This is an optimization exercise on Yosys and OpenROAD, whose aim is small area, not a production implementation.
In this exercise RTL edits were held to simulation tests only and were not proved equivalent to the original.
Power figures rest on the tool's default switching activity, not on a simulated workload.

File: design/flow/design.v
`timescale 1ns / 1ps
module top(
clk, rst, Xdata, Ydata, btn1, btn2,
vgaRed, vgaGreen, vgaBlue, Hsync, Vsync
    );
input clk;
input rst;
output [2:0] vgaRed;
output [2:0] vgaGreen;
output [2:1] vgaBlue;
output Hsync;
output Vsync;
input [9:0] Xdata;
input [9:0] Ydata;
input btn1;
input btn2;
reg [9:0] h;
reg [9:0] v;
always @(posedge clk)
	if (rst) begin
		h <= 0;
		v <= 0;
	end else if (h == 10'd799) begin
		h <= 0;
		v <= (v == 10'd520) ? 10'd0 : v + 10'd1;
	end else
		h <= h + 10'd1;
assign Hsync = (h >= 10'd96);
assign Vsync = (v >= 10'd2);
reg [1:0] cx;
reg [1:0] cy;
reg pend, axis_y, dec;
wire xl = Xdata < 10'd200;
wire xh = Xdata > 10'd800;
wire yl = Ydata < 10'd200;
wire yh = Ydata > 10'd800;
wire neutral = (Xdata > 10'd200) && (Xdata < 10'd800) && (Ydata > 10'd200) && (Ydata < 10'd800);
always @(posedge clk)
	if (rst) begin
		cx <= 2'd1;
		cy <= 2'd1;
		pend <= 1'b0;
	end else if (!pend) begin
		pend <= xl | xh | yl | yh;
		axis_y <= yl | yh;
		dec <= (yl | yh) ? yh : xh;
	end else if (neutral) begin
		pend <= 1'b0;
		if (!axis_y) begin
			if (!dec && cx != 2'd2) cx <= cx + 2'd1;
			if (dec && cx != 2'd0) cx <= cx - 2'd1;
		end else begin
			if (!dec && cy != 2'd2) cy <= cy + 2'd1;
			if (dec && cy != 2'd0) cy <= cy - 2'd1;
		end
	end
wire [2:0] colh = {cx == 2'd2, cx == 2'd1, cx == 2'd0};
wire [2:0] rowh = {cy == 2'd2, cy == 2'd1, cy == 2'd0};
wire [8:0] cur = {rowh[2] & colh[2], rowh[2] & colh[1], rowh[2] & colh[0],
                  rowh[1] & colh[2], rowh[1] & colh[1], rowh[1] & colh[0],
                  rowh[0] & colh[2], rowh[0] & colh[1], rowh[0] & colh[0]};
reg [8:0] gx;
reg [8:0] go;
reg [7:0] p1wins;
reg [7:0] p2wins;
reg [7:0] ties;
reg mode;
reg turn;
reg [19:0] hold;    
function line3;
	input [8:0] g;
	line3 = (g[0] & g[1] & g[2]) | (g[3] & g[4] & g[5]) | (g[6] & g[7] & g[8]) |
	        (g[0] & g[3] & g[6]) | (g[1] & g[4] & g[7]) | (g[2] & g[5] & g[8]) |
	        (g[0] & g[4] & g[8]) | (g[6] & g[4] & g[2]);
endfunction
wire xwin = line3(gx);
wire owin = line3(go);
wire full = &(gx | go);
wire place = btn1 & ~|((gx | go) & cur);
wire [8:0] keepx = btn2 ? 9'd0 : gx;
wire [8:0] keepo = btn2 ? 9'd0 : go;
always @(posedge clk) begin
	if (rst) begin
		gx <= 0;
		go <= 0;
		p1wins <= 0;
		p2wins <= 0;
		ties <= 0;
		mode <= 1'b0;
		turn <= 1'b0;
	end else if (!mode) begin
		if (place) turn <= ~turn;
		if (xwin | owin | full) begin
			gx <= 0;
			go <= 0;
			mode <= 1'b1;
		end else begin
			gx <= keepx | ((place & ~turn) ? cur : 9'd0);
			go <= keepo | ((place & turn) ? cur : 9'd0);
		end
		if (xwin) p1wins <= p1wins + 8'd1;
		else if (owin) p2wins <= p2wins + 8'd1;
		else if (full) ties <= ties + 8'd1;
	end else begin
		if (btn2 || hold == 20'h7fe00) mode <= 1'b0;
	end
end
always @(posedge clk)
	if (!mode) hold <= 20'd0;
	else hold <= {hold[18:0], ~(hold[19] ^ hold[16])};
wire in_gx = (h >= 10'd344) && (h < 10'd584);
wire in_gy = (v >= 10'd151) && (v < 10'd391);
wire in_grid = in_gx & in_gy;
wire [9:0] hh = h - 10'd344;
wire [9:0] vv = v - 10'd151;
wire [1:0] ccol = (hh < 10'd80) ? 2'd0 : (hh < 10'd160) ? 2'd1 : 2'd2;
wire [1:0] crow = (vv < 10'd80) ? 2'd0 : (vv < 10'd160) ? 2'd1 : 2'd2;
wire [6:0] cu = hh[6:0] - (ccol == 2'd0 ? 7'd0 : ccol == 2'd1 ? 7'd80 : 7'd32);  
wire [6:0] cw = vv[6:0] - (crow == 2'd0 ? 7'd0 : crow == 2'd1 ? 7'd80 : 7'd32);
wire [5:0] a = (cu >= 7'd40) ? cu - 7'd40 : 7'd39 - cu;
wire [5:0] b = (cw >= 7'd40) ? cw - 7'd40 : 7'd39 - cw;
wire gridline = in_grid & ((hh[7:0] >= 8'd78 && hh[7:0] <= 8'd81) || (hh[7:0] >= 8'd158 && hh[7:0] <= 8'd161) ||
                           (vv[7:0] >= 8'd78 && vv[7:0] <= 8'd81) || (vv[7:0] >= 8'd158 && vv[7:0] <= 8'd161));
wire [6:0] apb = a + b;
wire [5:0] amb = (a >= b) ? a - b : b - a;
wire img_x = in_grid & (amb <= 6'd2) & (apb <= 7'd49);
wire img_o = in_grid & (a <= 6'd17) & (b <= 6'd25) & (apb <= 7'd33) & ~((a <= 6'd13) & (b <= 6'd21) & (apb <= 7'd28));
wire img_c = in_grid & ~((a == 6'd33) & (b == 6'd33)) &
	(((b >= 6'd30) & (b <= 6'd33) & (a >= 6'd6) & (a <= 6'd33) & ~(((b == 6'd30) | (b == 6'd33)) & (a == 6'd6))) |
	 ((a >= 6'd30) & (a <= 6'd33) & (b >= 6'd6) & (b <= 6'd33) & ~(((a == 6'd30) | (a == 6'd33)) & (b == 6'd6))));
wire in_sx = (h >= 10'd344) && (h <= 10'd376);
wire in_sy = (v >= 10'd151) && (v <= 10'd167);
reg [32:0] srow;
always @(*)
	case (vv[4:0])
	5'd0: srow = 33'h021ba2617;
	5'd1: srow = 33'h132894915;
	5'd2: srow = 33'h021b88f17;
	5'd3: srow = 33'h122888911;
	5'd4: srow = 33'h072b88971;
	5'd6: srow = 33'h021ba2617;
	5'd7: srow = 33'h152894915;
	5'd8: srow = 33'h041b88f17;
	5'd9: srow = 33'h122888911;
	5'd10: srow = 33'h072b88971;
	5'd12: srow = 33'h067770000;
	5'd13: srow = 33'h111220000;
	5'd14: srow = 33'h027220000;
	5'd15: srow = 33'h141220000;
	5'd16: srow = 33'h037720000;
	default: srow = 33'h0;
	endcase
wire stext = in_sx & in_sy & srow[hh[5:0]];
wire in_dx = (h >= 10'd378) && (h <= 10'd380);
wire [1:0] du = h[1:0] - 2'd2;    
wire d1 = (v >= 10'd151) && (v <= 10'd155);
wire d2 = (v >= 10'd157) && (v <= 10'd161);
wire d3 = (v >= 10'd163) && (v <= 10'd167);
wire [2:0] dw = d1 ? vv[2:0] : d2 ? vv[2:0] - 3'd6 : vv[2:0] - 3'd4;   
wire [7:0] num = d1 ? p1wins : d2 ? p2wins : ties;
wire [3:0] dcls = (num > 8'd9) ? 4'd10 : num[3:0];
reg [14:0] glyph;
always @(*)
	case (dcls)
	4'd0: glyph = 15'h2b6a;
	4'd1: glyph = 15'h749a;
	4'd2: glyph = 15'h752a;
	4'd3: glyph = 15'h38e3;
	4'd4: glyph = 15'h49ed;
	4'd5: glyph = 15'h38cf;
	4'd6: glyph = 15'h2ace;
	4'd7: glyph = 15'h12a7;
	4'd8: glyph = 15'h2aaa;
	4'd9: glyph = 15'h49aa;
	default: glyph = 15'h00aa;
	endcase
wire [3:0] gi = {dw, 1'b0} + dw + du;   
wire sdig = in_dx & (d1 | d2 | d3) & glyph[gi];
wire spic = stext | sdig;
reg gpix;           
reg spix;           
reg hx, ho, hc;     
reg [1:0] hcol, hrow;
reg cw_r, cb_r;     
reg [1:0] p1, p2, p3;
wire [1:0] chc = hcol;
wire [8:0] hsel = {hrow == 2'd2 & chc == 2'd2, hrow == 2'd2 & chc == 2'd1, hrow == 2'd2 & chc == 2'd0,
                   hrow == 2'd1 & chc == 2'd2, hrow == 2'd1 & chc == 2'd1, hrow == 2'd1 & chc == 2'd0,
                   hrow == 2'd0 & chc == 2'd2, hrow == 2'd0 & chc == 2'd1, hrow == 2'd0 & chc == 2'd0};
wire selx = |(gx & hsel);
wire selo = |(go & hsel);
wire selc = |(cur & hsel);
always @(posedge clk) begin
	if (rst) begin
		gpix <= 1'b0;
		spix <= 1'b1;
		hc <= 1'b0;
		cw_r <= 1'b0;
		cb_r <= 1'b0;
		p1 <= 2'b00;
		p2 <= 2'b00;
		p3 <= 2'b00;
	end else begin
		if (!mode) begin
			gpix <= gridline;
			hx <= img_x;
			ho <= img_o;
			hc <= img_c;
			hcol <= ccol;
			hrow <= crow;
		end else
			spix <= spic;
		cw_r <= (selx & hx) | (selo & ho);
		cb_r <= (selx & hx) | (selo & ho) | (selc & hc);
		p1 <= mode ? {spix, spix} : {gpix | cw_r, gpix | cb_r};
		p2 <= p1;
		p3 <= p2;
	end
end
assign vgaRed = {3{p3[1]}};
assign vgaGreen = {3{p3[1]}};
assign vgaBlue = {2{p3[0]}};
endmodule
File: design/flow/run.sh
#!/bin/bash
# synth_recipe.tcl (not shown) runs the flow's synth.tcl, then flattens the netlist and writes it again
# the make line also repeats each setting of config.mk as NAME=value (left out here)
make -C /OpenROAD-flow-scripts/flow DESIGN_CONFIG=/design/flow/config.mk WORK_HOME=/design/flow/orfs CLKGATE_MAP_FILE= SYNTH_SCRIPT=/design/flow/synth_recipe.tcl finish
File: design/flow/config.mk
export PLATFORM = sky130hd
export DESIGN_NAME = top
export DESIGN_NICKNAME = top
export VERILOG_FILES = /design/flow/design.v
export SDC_FILE = /design/flow/constraint.sdc
export NUM_CORES = 4
export LEC_CHECK = 0
export CAP_MARGIN = 20
export CORE_MARGIN = 2
export CORE_UTILIZATION = 30
export SLEW_MARGIN = 20
export SYNTH_MEMORY_MAX_BITS = 1048576
File: design/flow/constraint.sdc
create_clock -name core_clock -period 10.0 [get_ports {clk}]
set_input_delay 2.0000 -clock core_clock [delete_from_list [all_inputs] [get_ports {clk}]]
set_output_delay 2.0000 -clock core_clock [all_outputs]
set_load 0.01 [all_outputs]
==> notes.md <==
==> final cells by class <==
| cell class | count | area share (%) |
|---|---|---|
| Multi-Input combinational cell | 887 | 61.90 |
| Sequential cell | 108 | 23.40 |
| Tap cell | 384 | 5.015 |
| Timing Repair Buffer | 41 | 4.022 |
| Clock buffer | 9 | 2.351 |
| Inverter | 60 | 2.351 |
| Clock inverter | 7 | 0.9534 |
==> sequential cells by signal (all words and copies together), names as in the netlist, 8 cells and up <==
signal and cells:
go 9, gx 9, h 10, hold 20, p1wins 8, p2wins 8, ties 8, v 10
==> Yosys cell counts (8+ instances only) <==
library cell and instances:
sky130_fd_sc_hd__a32o_1 10, sky130_fd_sc_hd__ha_1 56, sky130_fd_sc_hd__and2_1 28, sky130_fd_sc_hd__o22ai_1 13, sky130_fd_sc_hd__or3_1 8, sky130_fd_sc_hd__a21oi_1 75, sky130_fd_sc_hd__xnor2_1 51, sky130_fd_sc_hd__xor2_1 21
sky130_fd_sc_hd__nor3_1 30, sky130_fd_sc_hd__a211oi_1 10, sky130_fd_sc_hd__nand2b_1 12, sky130_fd_sc_hd__inv_1 55, sky130_fd_sc_hd__dfxtp_1 100, sky130_fd_sc_hd__mux2i_1 13, sky130_fd_sc_hd__clkbuf_1 51, sky130_fd_sc_hd__o31ai_1 10
sky130_fd_sc_hd__edfxtp_1 8, sky130_fd_sc_hd__nand3_1 38, sky130_fd_sc_hd__nor4_1 13, sky130_fd_sc_hd__nor2_1 116, sky130_fd_sc_hd__o21ai_0 75, sky130_fd_sc_hd__and3_1 12, sky130_fd_sc_hd__buf_1 8, sky130_fd_sc_hd__nand2_1 87
sky130_fd_sc_hd__nand4_1 15, sky130_fd_sc_hd__buf_4 11, sky130_fd_sc_hd__nor2b_1 18, sky130_fd_sc_hd__a31oi_1 18
==> cell usage in the layout (no fill, tap or decap), types with 12 or more instances in the layout <==
master and n:
sky130_fd_sc_hd__clkdlybuf4s50_1 32, sky130_fd_sc_hd__and3_1 12, sky130_fd_sc_hd__xor2_1 21, sky130_fd_sc_hd__nand4_1 15, sky130_fd_sc_hd__o21ai_0 75, sky130_fd_sc_hd__nor2b_1 18
sky130_fd_sc_hd__nor4_1 13, sky130_fd_sc_hd__a31oi_1 18, sky130_fd_sc_hd__o22ai_1 13, sky130_fd_sc_hd__and2_1 28, sky130_fd_sc_hd__nor3_1 30, sky130_fd_sc_hd__nand2b_1 12
sky130_fd_sc_hd__ha_1 56, sky130_fd_sc_hd__nand3_1 38, sky130_fd_sc_hd__nand2_1 87, sky130_fd_sc_hd__dfxtp_1 100, sky130_fd_sc_hd__xnor2_1 51, sky130_fd_sc_hd__inv_1 55
sky130_fd_sc_hd__a21oi_1 75, sky130_fd_sc_hd__nor2_1 115, sky130_fd_sc_hd__mux2i_1 12
==> per-layer routing <==
layer	track usage, %	wire length [um]	vias to the layer above	share of wire (%)
met5	0	0	-	0
met4	4.167	368	0	1.6
met3	2.872	1384	33	6.0
met2	24.54	10620	268	46
met1	20.24	10850	3847	47
li1	-	-	4040	-
==> worst reg2reg max path, stage by stage, from the launching register on <==
cell                       delay, ns
sky130_fd_sc_hd__dfxtp_1        0.71
sky130_fd_sc_hd__clkinv_1       0.43
sky130_fd_sc_hd__ha_1           0.49
sky130_fd_sc_hd__inv_1          0.13
sky130_fd_sc_hd__o211a_1        0.24
sky130_fd_sc_hd__a211oi_1       0.22
sky130_fd_sc_hd__o21ai_1        0.14
sky130_fd_sc_hd__inv_1          0.11
sky130_fd_sc_hd__ha_1           0.16
sky130_fd_sc_hd__fa_1           0.47
sky130_fd_sc_hd__a21oi_1        0.19
sky130_fd_sc_hd__nor2_1         0.08
sky130_fd_sc_hd__mux2i_2        0.83
sky130_fd_sc_hd__xnor2_1        0.28
sky130_fd_sc_hd__ha_1           0.44
sky130_fd_sc_hd__inv_1          0.11
sky130_fd_sc_hd__nor4_1         0.62
sky130_fd_sc_hd__a221oi_4       0.17
sky130_fd_sc_hd__a222oi_1       0.43
sky130_fd_sc_hd__o311ai_2       0.13
sky130_fd_sc_hd__xnor2_1        0.16
sky130_fd_sc_hd__nor4_2         0.27
==> cells by family after synthesis <==
| group | Yosys count |
|---|---|
| AOI/OAI and AO/OA | 311 |
| xor gates and xnor gates | 76 |
| buffers and inverters | 137 |
| and+or+nand+nor | 419 |
| DFF | 108 |
| adders and majority gates | 62 |
| muxes | 19 |
==> power by group through the flow <==
| stage | logic [mW] | clock network [mW] | registers, mW |
|---|---|---|---|
| floorplan | 0.0890 | 0 | 0.454 |
| global placement | 0.123 | 0 | 0.457 |
| detailed placement | 0.122 | 0 | 0.457 |
| CTS | 0.124 | 0.389 | 0.447 |
| global route | 0.137 | 0.405 | 0.448 |
| finish | 0.124 | 0.377 | 0.447 |
==> per-stage QoR <==
step / util, % / power [mW] / std cells / cell area, um2
after floorplan: - / 0.5429 / 1132 / 8731
after global placement: 32.27 / 0.5795 / 1480 / 9261
after detailed placement: 32.28 / 0.5794 / 1480 / 9264
after CTS: 33.38 / 0.9598 / 1496 / 9580
after global routing: 33.38 / 0.9903 / 1496 / 9580
final: 33.38 / 0.9483 / 1496 / 9580
==> final timing paths <==
| check | depth (start not counted) | start | to | slack (ns) |
|---|---|---|---|---|
| worst min register to register | 1 | p1[0] | p2[0] | 0.44 |
| worst max register to register | 21 | h[3] | hx | 3.02 |
| worst min-delay path | 1 | p1[0] | p2[0] | 0.44 |
| worst max-delay path | 21 | h[3] | hx | 3.02 |
==> flow_metrics.py <==
metrics = {
    "status": {
        "status": "timing/DRC/antenna clean",
    },
    "placed_design": {
        "detailedPlace.worstSlack_ns": 3.104,
        "dp_hpwl_um": 16770,
        "port-buffer-count": 33,
        "finalWeightedCongestion": 0.8786,
    },
    "grt": {
        "grt_start_max_net_pins": 53,
        "gr-total-overflow": 0,
        "grt_pass1_vias": 7563,
        "total_routing_usage_reported_by_global_routing_pct": 15.02,
        "grt_first_pass_wirelength_um": 38070,
        "initial_antenna_violation_count": 0,
    },
    "timing": {
        "slew_violations": 0,
        "whs_ns": 0.4447,
        "max_clock_freq_ghz": 0.1434,
        "setup_ws_ns": 3.025,
        "layout_worst_path_cycle_share_pct": 69.75,
        "grt_setup_unrepaired": "false",
        "clock-skew-final_ns": 0.01030,
        "finalHoldViolations": 0,
        "timing.max_slew.rel_slack_pct": 27.47,
        "max_slew.worst_pin.slew_ns": 1.067,
        "tns_ns": 0,
        "finalCriticalPeriod_ns": 6.975,
        "setup_viol_count_final": 0,
    },
    "yosys": {
        "yosys.area_share.xor_xnor_pct": 8.169,
        "synth.yosys.warnings": 1,
        "ys_seq_area_share_pct": 25.68,
        "post-synth-top-area-fraction_pct": 22.93,
        "syn_avg_cell_area_um2": 7.713,
        "syn-instance-count": 1132,
        "synth_top_area_cell": "sky130_fd_sc_hd__dfxtp_1",
        "synth_top_cells_by_area": "sky130_fd_sc_hd__dfxtp_1 23%, sky130_fd_sc_hd__ha_1 8.0%, sky130_fd_sc_hd__xnor2_1 5.1%",
        "synth_flop_cell": "sky130_fd_sc_hd__dfxtp_1",
        "yosysUniqueCellTypes": 89,
        "synthMuxAreaShare_pct": 2.393,
        "synth-compound-area-share_pct": 24.02,
        "synthSimpleGateAreaFrac_pct": 24.10,
        "synth_top_family_by_area": "simple AND/OR/NAND/NOR gates",
        "synthAdderAreaFrac_pct": 9.172,
        "postSynth.asyncResetShare_pct": 0,
        "mappedNetlistNets": 1216,
        "area_of_the_mapped_netlist_um2": 8731,
        "synth_seq_cells": 108,
        "synth-edff-count": 8,
    },
    "cells_and_area": {
        "filler_cell_count_in_the_final_layout": 3039,
        "multiInputGateArea_um2": 5931,
        "post_route_cells_drive_above_1_share_pct": 5.126,
        "antenna_cells": 0,
        "flow.area_growth_from_synthesis_pct": 9.731,
        "num-nets-final": 1191,
        "area_used_by_sequential_logic_in_the_layout_um2": 2242,
    },
    "routing": {
        "num_vias": 8188,
        "drt_drc_violations_left": 0,
        "drt_wl_total_um": 23220,
        "route.antenna.remaining_nets": 0,
        "detailedRoute.firstPassIterationCount": 6,
        "avgRoutedWirePerCell_um": 15.52,
        "initialDrtViolationCount": 728,
        "detail_route.vias_per_cell": 5.473,
    },
    "setup_path": {
        "cpLargestDelayFamily": "adder cells",
        "endpoint_kind": "flop",
        "critical_path_peak_fanout": 20,
        "timing.critical_path.slowest_stage_cell": "sky130_fd_sc_hd__mux2i_2",
        "startpoint_to_endpoint_class_of_the_critical_path": "reg2reg",
        "startpoint_type": "flop",
        "crit_path_max_incr_delay_ns": 0.83,
        "critPathRequiredTime_ns": 10.19,
        "critical_path_cell_list": "clkinv_1 > ha_1 > inv_1 > o211a_1 > a211oi_1 > o21ai_1 > inv_1 > ha_1 > fa_1 > a21oi_1 > nor2_1 > mux2i_2 > xnor2_1 > ha_1 > inv_1 > nor4_1 > a221oi_4 > a222oi_1 > o311ai_2 > xnor2_1 > nor4_2",
        "arrival_ns": 7.17,
        "critPathBufInv": 4,
    },
    "die": {
        "die_x_um": 174.6,
        "die-height_um": 174.6,
        "core.rowCount": 62,
        "io-pin-count": 34,
        "initial_core_util_pct": 30.42,
        "core-area_um2": 28700,
        "die_area_um2": 30480,
    },
    "clocking": {
        "tritoncts_clock_tree": "done",
        "ctsHoldBuffers": 0,
        "post_cts.repair.setup_buffers": 0,
        "maximum_level_of_the_cts_h_tree": 3,
        "ctsRootBufferMaster": "sky130_fd_sc_hd__clkbuf_16",
        "tritoncts_num_sinks": 108,
        "clk_latency_ns": 0.36,
        "cts.reportedPaths.clkPinSlew_ns": 0.09,
        "clock_tree.buffer_depth": 2,
        "cts-resized-gates": 0,
        "numCtsBuffers": 9,
    },
    "power": {
        "power.share.clock_pct": 39.8,
        "power.density_cell_area_nw_per_um2": 98.98,
        "cell_internal_pwr_uw": 672.7,
        "reg_power_share_pct": 47.1,
        "p_sw_uw": 275.6,
        "largest_voltage_drop_on_the_vdd_net_mv": 0.07698,
        "p_leak_nw": 3.408,
        "part_of_the_total_power_dissipated_in_combinational_logic_pct": 13.1,
        "sw_frac_of_total_pct": 29.06,
    },
    "min_path": {
        "hold_path.class": "reg2reg",
    },
    "job": {
        "drv.max_cap_violation_count": 0,
    },
}

## static timing again, ports no longer ideal
The results above use ideal ports. As a check the final layout listed here was re-extracted and re-timed, cells and wires unchanged. Step 1 assumes that a clkbuf_16 drives the clock port and a buf_2 every other input. Step 2 adds t to the input delays and takes it off the output delays; t is the mean of the earliest and latest rising clock arrival at the registers after step 1. Input paths then give back, and output paths get back, about the clock's delay inside the block. Three values: no drivers, after step 1, after step 2; two values: the first two.
shift t [ns]: 0.409
setup slack, ns: 3.025 / 3.025 / 3.025
worst register clock-pin slew, ns: 0.09 / 0.09
worst data-port slew with drivers (ns): 0.04
After both steps setup and hold are still met in this run. For this run, drivers alone change the setup slack by 0.000 ns; drivers and shift together by 0.000 ns.
